This is an optimization exercise on Yosys and OpenROAD, whose aim is small area and a short achievable clock period, not a production implementation. Only simulation tests tie the RTL to the original design; equivalence was not proved. No activity file was given, so power comes from the tool's default toggle rates.

==> flow/design.v (excerpt) <==
module unified_computing_system (
    input      [15:0] d_a, input [15:0] d_b, input [1:0] op_code,
    input clk, input rstn, input en_a, input en_b, input en_result,
    input cin, input bin,
    output reg [31:0] result, output reg [15:0] remainder,
    output reg cout, output reg bout, output reg overflow_flag, output reg error_flag);
export LEC_CHECK = 0
export ABC_AREA = 1
export CAP_MARGIN = 20
export CORE_MARGIN = 2
export CORE_UTILIZATION = 70
export SLEW_MARGIN = 20
create_clock -name core_clock -period 26.0 [get_ports {clk}]
standard.sh (not shown) runs the stock make flow with config.mk's settings and CLKGATE_MAP_FILE= SYNTH_SCRIPT=/design/flow/synth_recipe.tcl, a recipe that flattens the netlist after the stock synthesis.
==> flow/flow/run.sh <==
#!/bin/bash
# Standard ORFS layout, with a larger setup repair margin and minimum-size port buffers.
set -euo pipefail
bash standard.sh SETUP_SLACK_MARGIN=16 "BUFFER_PORTS_ARGS=-buffer_cell sky130_fd_sc_hd__buf_1" "SYNTH_ARGS=-noabc" finish > standard_flow.log 2>&1
The starting point ended with an error in global routing (5_1_grt) (GRT-0232).
Rerun with:
==> flow/flow/run.sh (replaced) <==
#!/bin/bash
# Standard ORFS layout, with a larger setup repair margin and minimum-size port buffers.
set -euo pipefail
bash standard.sh SETUP_SLACK_MARGIN=14 "BUFFER_PORTS_ARGS=-buffer_cell sky130_fd_sc_hd__buf_1" "SYNTH_ARGS=-noabc" finish > standard_flow.log 2>&1
What happened:
- The new run finished clean
- area after synthesis does not change
- synthesized cell count does not change
Rerun with:
Settings changed: CORE_UTILIZATION 70 to 60.
What happened: Clock skew is about the same. Cell count increases by 1.2%. Global-route usage came out lower by 5.2 points. Setup slack gains 0.30 ns. Count of clock-buffer cells in the layout stays the same. Utilization shrinks by 12 points. Routed wire length hardly moves. Die area is higher by 16%.

---

unified_computing_system, a different RTL version from the one above (not shown whole).
For scale: roughly 93 I/O pins, roughly 22000 um^2 of cells after synthesis.
Settings: LEC_CHECK=0, ABC_AREA=1, CAP_MARGIN=20, CORE_MARGIN=2, CORE_UTILIZATION=60, SLEW_MARGIN=20; clock period 26.0 ns.
==> flow/flow/run.sh <==
#!/bin/bash
# Standard ORFS layout with: a custom ABC mapping script in synthesis (registers untouched),
# a larger setup repair margin, and minimum-size port buffers.
set -euo pipefail
W=$(pwd)
bash standard.sh "SYNTH_SCRIPT=$W/flow/synth_custom_abc.tcl" "CUSTOM_ABC_SCRIPT=$W/flow/abc_map.script" SYNTH_ARGS=-noabc SETUP_SLACK_MARGIN=10 "BUFFER_PORTS_ARGS=-buffer_cell sky130_fd_sc_hd__buf_1" finish > standard_flow.log 2>&1
==> flow/flow/abc_map.script <==
strash
dch
map -B 0.9
topo
dnsize -c
==> flow/flow/synth_custom_abc.tcl <==
# The standard synthesis script (synth_recipe.tcl), except that the final ABC
# technology mapping uses flow/abc_map.script instead of ORFS's ABC script.
proc synth {args} { yosys synth -nofsm -noshare {*}$args }
proc abc {args} {
  set i [lsearch -exact $args -script]
  if {$i >= 0} { lset args [expr {$i+1}] $::env(CUSTOM_ABC_SCRIPT) }
  yosys abc {*}$args
}
source $::env(SCRIPTS_DIR)/synth.tcl
# left out here: clear keep_hierarchy, flatten, clean up, hide names made inside functions, write 1_2_yosys.v
Next try:
==> flow/flow/run.sh (replaced) <==
#!/bin/bash
# Standard ORFS layout, with a larger setup repair margin and minimum-size port buffers.
set -euo pipefail
bash standard.sh SETUP_SLACK_MARGIN=10 "BUFFER_PORTS_ARGS=-buffer_cell sky130_fd_sc_hd__buf_1" "SYNTH_ARGS=-noabc" finish > standard_flow.log 2>&1
removed: flow/flow/abc_map.script
removed: flow/flow/synth_custom_abc.tcl
The changed run completed with no timing, DRC or antenna violations.
Clock-buffer cell count increases by 1.
Utilization decreases by 3.8 points.
Sequential share of layout area decreases by 0.18 points.
Total power increases by 3.5%.
Final cell count increases by 0.67%.
Clock power decreases by about 10%.
Via count decreases by 1.1%.
Next try:
==> flow/flow/run.sh (replaced) <==
#!/bin/bash
# Standard ORFS layout, with a larger setup repair margin and minimum-size port buffers.
set -euo pipefail
bash standard.sh SETUP_SLACK_MARGIN=14 "BUFFER_PORTS_ARGS=-buffer_cell sky130_fd_sc_hd__buf_1" finish > standard_flow.log 2>&1
Settings changed: ABC_AREA 1 to not set.
Outcome: The new run passed the timing, DRC and antenna checks; setup slack loses 1900 ps; clock power increases by about 10%; utilization increases by 16 points; via count increases by 5.8%; final area increases by 22%; fmax decreases by 12%; register-to-register slack loses 1900 ps; non-clock buffer count increases by 320; routed wire length increases by 31%.
Next try:
==> flow/flow/run.sh (replaced) <==
#!/bin/bash
# Standard ORFS layout, with a larger setup repair margin and minimum-size port buffers.
set -euo pipefail
bash standard.sh SETUP_SLACK_MARGIN=14 "BUFFER_PORTS_ARGS=-buffer_cell sky130_fd_sc_hd__buf_1" "SYNTH_ARGS=-noabc" finish > standard_flow.log 2>&1
Settings changed: ABC_AREA set to 1.
What happened: Combinational power went down by 41%. Non-clock buffer count came out lower by 186. Synthesized cell count goes up by about 30%. Core utilization shrinks by 10 points.
Next try:
==> flow/flow/run.sh (replaced) <==
#!/bin/bash
# Standard ORFS layout, with a larger setup repair margin and minimum-size port buffers.
set -euo pipefail
bash standard.sh SETUP_SLACK_MARGIN=10 "BUFFER_PORTS_ARGS=-buffer_cell sky130_fd_sc_hd__buf_1" finish > standard_flow.log 2>&1
Settings changed: ABC_AREA 1 to not set.
Result: The changed run finished with timing, DRC and antenna clean. Maximum frequency falls by 23%. Clock power is higher by 15%. Clock-buffer cell count falls by 2. Core utilization increases by 7.2 points. Area after synthesis came out lower by 3.0%. First-iteration DRC count is higher by 11%. Via count fell by 5.1%. Routed wire length rose by 10%.

-- what the ideal ports hide --
The results above use ideal ports. As a check the final layouts listed here were re-extracted and re-timed, cells and wires unchanged. Step 1 (the two cells are an assumption about what drives the block):
set clk [get_ports {clk}]
set_driving_cell -lib_cell sky130_fd_sc_hd__clkbuf_16 $clk
set_driving_cell -lib_cell sky130_fd_sc_hd__buf_2 [delete_from_list [all_inputs] $clk]
Step 2, shift: input delay + t, output delay - t, t = (earliest + latest rising clock arrival at the registers) / 2. This alone moves slack from input paths to output paths. Slacks: no drivers / after step 1 / after step 2; pairs: no drivers / after step 1.
run	t, ns	setup WS [ns]	clock arrival spread, ns	worst register clock-pin slew, ns	worst slew at a driven data input, ns
the second run of note 1	0.438	14.324 / 14.324 / 14.324	0.029 / 0.028	0.10 / 0.10	0.09
the third run of note 1	0.451	14.628 / 14.628 / 14.628	0.023 / 0.023	0.09 / 0.09	0.08
the first run of note 2	0.441	11.239 / 11.239 / 11.239	0.019 / 0.020	0.09 / 0.09	0.04
the second run of note 2	0.433	11.926 / 11.926 / 11.926	0.029 / 0.029	0.09 / 0.09	0.04
the third run of note 2	0.471	10.049 / 10.049 / 10.049	0.024 / 0.024	0.09 / 0.09	0.07
the fourth run of note 2	0.415	13.790 / 13.790 / 13.790	0.011 / 0.011	0.07 / 0.07	0.04
the fifth run of note 2	0.448	10.121 / 10.121 / 10.121	0.014 / 0.014	0.08 / 0.08	0.10
After both steps every run listed still meets setup and hold.
